Source: an optimization exercise on an open RTL-to-GDS flow (aim: small area, a short achievable clock period and few clock cycles). Production flows keep margins and buffers that such runs may drop.
No activity file was given, so power comes from the tool's default toggle rates.

02-18:
// seq_core
module seq_core(
    input              rst,    
    input              clk,
    output reg [(10)-1:0] pc,
    input  [(16)-1:0] instruction,
    output             read,
    output             write,
    output [(10)-1:0] address,
    input  [(32)-1:0] data_in,
    output [(32)-1:0] data_out,
    output             halted
);
==> module seq_core, before the edit <==
module seq_core(
    input              rst,    
    input              clk,
    output reg [(10)-1:0] pc,
    input  [(16)-1:0] instruction,
    output             read,
    output             write,
    output [(10)-1:0] address,
    input  [(32)-1:0] data_in,
    output [(32)-1:0] data_out,
    output             halted
);
integer k;
reg [31:0] rf [0:7];
reg [7:0]  rvalid;
reg [1:0]  bt_v;
reg [9:0]  bt_pc [0:1];
reg [9:0]  bt_tg [0:1];
reg        bt_victim;
reg        d_valid;
reg [9:0]  d_pc;
reg [1:0]  d_hit;
reg [15:0] d_ir;
reg        e_valid;
reg [9:0]  e_pc;
reg [1:0]  e_hit;
reg [7:0]  e_ir;
reg [2:0]  e_cc;
reg [31:0] A, B;
reg [7:0]  e_wen;
reg        e_halt, e_load, e_store, e_jmp, e_jmpr, e_jc, e_jrc;
reg        e_sub, e_and, e_or, e_inv, e_shl, e_shr, e_ashr;
reg        e_arith, e_logic, e_loadc;
reg        e_ntok, e_relok;    
reg        h_r;
reg        upd_r, upd_t;       
wire [31:0] sum  = A + (B ^ {32{e_sub}}) + {31'd0, e_sub};
wire [31:0] lres = {32{e_inv}} ^ (e_and ? (A & B) : e_or ? (A | B) : (A ^ B));
wire        sh_fill = e_ashr & A[31];
wire [63:0] sh_ext  = {{32{sh_fill}}, A};
wire [31:0] sh_r    = e_ir[5] ? {32{sh_fill}} : sh_ext[e_ir[4:0] +: 32];
reg  [31:0] sh_rev;
always @(*) for (k = 0; k < 32; k = k + 1) sh_rev[k] = sh_r[31-k];
wire [31:0] result = ({32{e_load}}  & data_in)
                   | ({32{e_loadc}} & {A[23:0], e_ir[7:0]})
                   | ({32{e_shr}}   & sh_r)
                   | ({32{e_shl}}   & sh_rev)
                   | ({32{e_logic}} & lres)
                   | ({32{e_arith}} & sum);
reg cond;
always @(*) begin
    case (e_cc)
        3'b000:  cond = A[31];
        3'b001:  cond = ~A[31];
        3'b010:  cond = (A == 32'd0);
        3'b011:  cond = (A != 32'd0);
        default: cond = 1'b0;
    endcase
end
wire       e_rel    = e_jmpr | e_jrc;
wire       taken    = e_jmp | e_jmpr | ((e_jc | e_jrc) & cond);
wire [9:0] e_pc1    = e_pc + 10'd1;
wire [9:0] e_pcrel  = e_pc + {4'd0, e_ir[5:0]};
wire [9:0] e_tgt    = e_rel ? e_pcrel : B[9:0];
wire       ok_t     = e_rel ? e_relok : (d_pc == B[9:0]);
wire       redirect = e_valid & (taken ? ~ok_t : ~e_ntok);
wire [9:0] r_tgt    = taken ? e_tgt : e_pc1;
wire       stop     = h_r | (e_valid & e_halt);
assign read     = e_valid & e_load;
assign write    = e_valid & e_store;
assign address  = A[9:0];
assign data_out = B;
assign halted   = stop;
wire [6:0] op      = d_ir[15:9];
wire       i_load  = (op[6:2] == 5'b00111);
wire       i_loadc = (op[6:2] == 5'b01000);
wire       i_store = (op[6:2] == 5'b01001);
wire       i_alu   = (op >= 7'd1) && (op <= 7'd10);
wire       i_shift = (op >= 7'd11) && (op <= 7'd13);
reg [2:0] aidx;
always @(*) begin
    if (i_load)                 aidx = d_ir[2:0];
    else if (i_loadc | i_store) aidx = d_ir[10:8];
    else if (i_alu)             aidx = d_ir[5:3];
    else                        aidx = d_ir[8:6];
end
wire [2:0] didx = (i_alu | i_shift) ? d_ir[8:6] : d_ir[10:8];
wire       we   = i_alu | i_shift | i_load | i_loadc;
wire [7:0] a1h  = (8'd1 << aidx) & rvalid;
wire [7:0] b1h  = (8'd1 << d_ir[2:0]) & rvalid;
wire       abyp = |((8'd1 << aidx) & e_wen);
wire       bbyp = |((8'd1 << d_ir[2:0]) & e_wen);
reg [31:0] ra, rb;
always @(*) begin
    ra = 32'd0;
    rb = 32'd0;
    for (k = 0; k < 8; k = k + 1) begin
        ra = ra | ({32{a1h[k]}} & rf[k]);
        rb = rb | ({32{b1h[k]}} & rf[k]);
    end
end
wire        i_shl = (op == 7'd13);
wire [31:0] a_in  = abyp ? result : ra;
reg  [31:0] a_rev;
always @(*) for (k = 0; k < 32; k = k + 1) a_rev[k] = a_in[31-k];
wire        go    = d_valid & ~redirect & ~stop;
wire       hit0   = bt_v[0] & (bt_pc[0] == pc);
wire       hit1   = bt_v[1] & (bt_pc[1] == pc);
wire [9:0] pc_inc = pc + 10'd1;
always @(posedge clk) begin
    for (k = 0; k < 8; k = k + 1)
        if (e_wen[k]) rf[k] <= result;
end
always @(posedge clk) begin
    d_pc    <= pc;
    d_hit   <= {hit1 & ~hit0, hit0};
    d_ir    <= instruction;
    if (~redirect) begin
        e_pc  <= d_pc;
        e_hit <= d_hit;
    end
    e_ntok  <= (pc == d_pc + 10'd1);
    e_relok <= (pc == d_pc + {4'd0, d_ir[5:0]});
    e_ir    <= d_ir[7:0];
    e_cc    <= d_ir[11:9];
    A       <= i_shl ? a_rev : a_in;
    B       <= bbyp ? result : rb;
    e_halt  <= (op == 7'h7f);
    e_load  <= i_load;
    e_store <= i_store;
    e_jmp   <= (op[6:3] == 4'b0101);
    e_jmpr  <= (op[6:3] == 4'b0110);
    e_jc    <= (op[6:3] == 4'b0111);
    e_jrc   <= (op[6:3] == 4'b1000);
    e_sub   <= (op == 7'd3) | (op == 7'd4);
    e_and   <= (op == 7'd5) | (op == 7'd8);
    e_or    <= (op == 7'd6) | (op == 7'd9);
    e_inv   <= (op == 7'd8) | (op == 7'd9) | (op == 7'd10);
    e_shl   <= i_shl;
    e_shr   <= (op == 7'd11) | (op == 7'd12);
    e_ashr  <= (op == 7'd12);
    e_arith <= (op >= 7'd1) && (op <= 7'd4);
    e_logic <= (op >= 7'd5) && (op <= 7'd10);
    e_loadc <= i_loadc;
    if (1'b0 == rst) begin
        pc        <= 10'd0;
        rvalid    <= 8'd0;
        bt_v      <= 2'd0;
        bt_victim <= 1'b0;
        d_valid   <= 1'b0;
        e_valid   <= 1'b0;
        e_wen     <= 8'd0;
        h_r       <= 1'b0;
        upd_r     <= 1'b0;
    end else begin
        rvalid  <= rvalid | e_wen;
        h_r     <= stop;
        d_valid <= ~redirect;
        e_valid <= go;
        e_wen   <= (go & we) ? (8'd1 << didx) : 8'd0;
        if (redirect)  pc <= r_tgt;
        else if (hit0) pc <= bt_tg[0];
        else if (hit1) pc <= bt_tg[1];
        else           pc <= pc_inc;
        upd_r <= redirect;
        upd_t <= taken;
        if (upd_r) begin
            if (upd_t) begin
                if (e_hit[0] | (~e_hit[1] & ~bt_victim)) begin
                    bt_v[0] <= 1'b1; bt_pc[0] <= e_pc; bt_tg[0] <= pc;
                end else begin
                    bt_v[1] <= 1'b1; bt_pc[1] <= e_pc; bt_tg[1] <= pc;
                end
                if (e_hit == 2'b00) bt_victim <= ~bt_victim;
            end else begin
                if (e_hit[0]) bt_v[0] <= 1'b0;
                if (e_hit[1]) bt_v[1] <= 1'b0;
            end
        end
    end
end
endmodule
Settings: LEC_CHECK=0, CAP_MARGIN=20, CORE_MARGIN=2, CORE_UTILIZATION=40, PLACE_DENSITY=0.6, SETUP_SLACK_MARGIN=5, SLEW_MARGIN=20; clock period 8.5 ns.
run.sh (not shown) runs the stock make flow with config.mk's settings and CLKGATE_MAP_FILE= SYNTH_SCRIPT=/design/flow/synth_recipe.tcl, a recipe that flattens the netlist after the stock synthesis.
02-18 | status: complete | timing, DRC, antenna: pass
Relative to 02-18, the following input files were edited for 04-11:
--- a/flow/design.v
+++ b/flow/design.v
@@ -26,17 +26,32 @@
 reg [9:0]  e_pc;
 reg [1:0]  e_hit;
 reg [7:0]  e_ir;
 reg [2:0]  e_cc;
-reg [31:0] A, B;
+reg [31:0] A, Bx;
 reg [7:0]  e_wen;
 reg        e_halt, e_load, e_store, e_jmp, e_jmpr, e_jc, e_jrc;
 reg        e_sub, e_and, e_or, e_inv, e_shl, e_shr, e_ashr;
 reg        e_arith, e_logic, e_loadc;
 reg        e_ntok, e_relok;    
 reg        h_r;
 reg        upd_r, upd_t;       
-wire [31:0] sum  = A + (B ^ {32{e_sub}}) + {31'd0, e_sub};
+reg  [31:0] sum;
+reg  [31:0] pp, gg;
+integer j;
+always @(*) begin
+    pp = A ^ Bx;
+    gg = A & Bx;
+    gg[0] = gg[0] | (pp[0] & e_sub);
+    for (k = 0; k < 5; k = k + 1)
+        for (j = 0; j < 32; j = j + 1)
+            if (j & (1 << k)) begin
+                gg[j] = gg[j] | (pp[j] & gg[((j >> k) << k) - 1]);
+                pp[j] = pp[j] & pp[((j >> k) << k) - 1];
+            end
+    sum = A ^ Bx ^ {gg[30:0], e_sub};
+end
+wire [31:0] B    = Bx;    
 wire [31:0] lres = {32{e_inv}} ^ (e_and ? (A & B) : e_or ? (A | B) : (A ^ B));
 wire        sh_fill = e_ashr & A[31];
 wire [63:0] sh_ext  = {{32{sh_fill}}, A};
 wire [31:0] sh_r    = e_ir[5] ? {32{sh_fill}} : sh_ext[e_ir[4:0] +: 32];
@@ -100,8 +115,9 @@
         rb = rb | ({32{b1h[k]}} & rf[k]);
     end
 end
 wire        i_shl = (op == 7'd13);
+wire        i_sub = (op == 7'd3) | (op == 7'd4);
 wire [31:0] a_in  = abyp ? result : ra;
 reg  [31:0] a_rev;
 always @(*) for (k = 0; k < 32; k = k + 1) a_rev[k] = a_in[31-k];
 wire        go    = d_valid & ~redirect & ~stop;
@@ -124,17 +140,17 @@
     e_relok <= (pc == d_pc + {4'd0, d_ir[5:0]});
     e_ir    <= d_ir[7:0];
     e_cc    <= d_ir[11:9];
     A       <= i_shl ? a_rev : a_in;
-    B       <= bbyp ? result : rb;
+    Bx      <= (bbyp ? result : rb) ^ {32{i_sub}};
     e_halt  <= (op == 7'h7f);
     e_load  <= i_load;
     e_store <= i_store;
     e_jmp   <= (op[6:3] == 4'b0101);
     e_jmpr  <= (op[6:3] == 4'b0110);
     e_jc    <= (op[6:3] == 4'b0111);
     e_jrc   <= (op[6:3] == 4'b1000);
-    e_sub   <= (op == 7'd3) | (op == 7'd4);
+    e_sub   <= i_sub;
     e_and   <= (op == 7'd5) | (op == 7'd8);
     e_or    <= (op == 7'd6) | (op == 7'd9);
     e_inv   <= (op == 7'd8) | (op == 7'd9) | (op == 7'd10);
     e_shl   <= i_shl;
## What came out
Between 02-18 and 04-11, count of TritonRoute iterations in the first routing pass increased.
04-11 vs 02-18 on number of placed cells counting well taps: 04-11 is the lower one.
Cmp 04-11 vs 02-18: number of non-clock buffers higher in 04-11
Master of the slowest instance on the critical path: sky130_fd_sc_hd__dfxtp_4 -> 02-18, sky130_fd_sc_hd__a222oi_1 -> 04-11
04-11 vs 02-18, adder-cell share of the synthesized area went down by 0.88 points.
Number of different library cells in the post-synthesis netlist in 04-11 is about 6% below 02-18.
Of 04-11 and 02-18, it is 04-11 that has the lower power per cell area.
When the final numbers for 04-11 and 02-18 were put side by side, the multi-input gate share of total cell area turned out to be smaller in 04-11.
From 02-18 to 04-11 the numbers moved as follows: cell count after synthesis moved down; full die area shows a reduction of about 3%.
Share of layout cells above drive strength 1, 04-11 and 02-18, lower one = 02-18.
Compared to 02-18, 04-11 shows a narrower setup margin.
No run of this note included a check of the RTL's function; only the layout flow was run.

==> re-timing with driven ports <==
The results above use ideal ports. As a check the final layouts listed here were re-extracted and re-timed, cells and wires unchanged.
Step 1 sets driving cells, clkbuf_16 on the clock port and buf_2 on the other inputs (assumed; they add their load-dependent delay and slew).
Step 2, shift: input delay + t, output delay - t, t = (earliest + latest rising clock arrival at the registers) / 2. This alone moves slack from input paths to output paths.
Slacks: ideal ports / drivers / drivers and shift; pairs: ideal ports / drivers.
run	t (ns)	setup WS [ns]	worst setup path after step 2	worst data-port slew with drivers (ns)
02-18	0.670	4.953 / 4.953 / 4.439	input to register	0.05
04-11	0.680	4.650 / 4.650 / 4.378	input to register	0.05
After both steps setup and hold are still met in every run listed. The setup slack of 02-18, which loses most, moves by 0.000 ns with the drivers and by -0.514 ns with both steps.
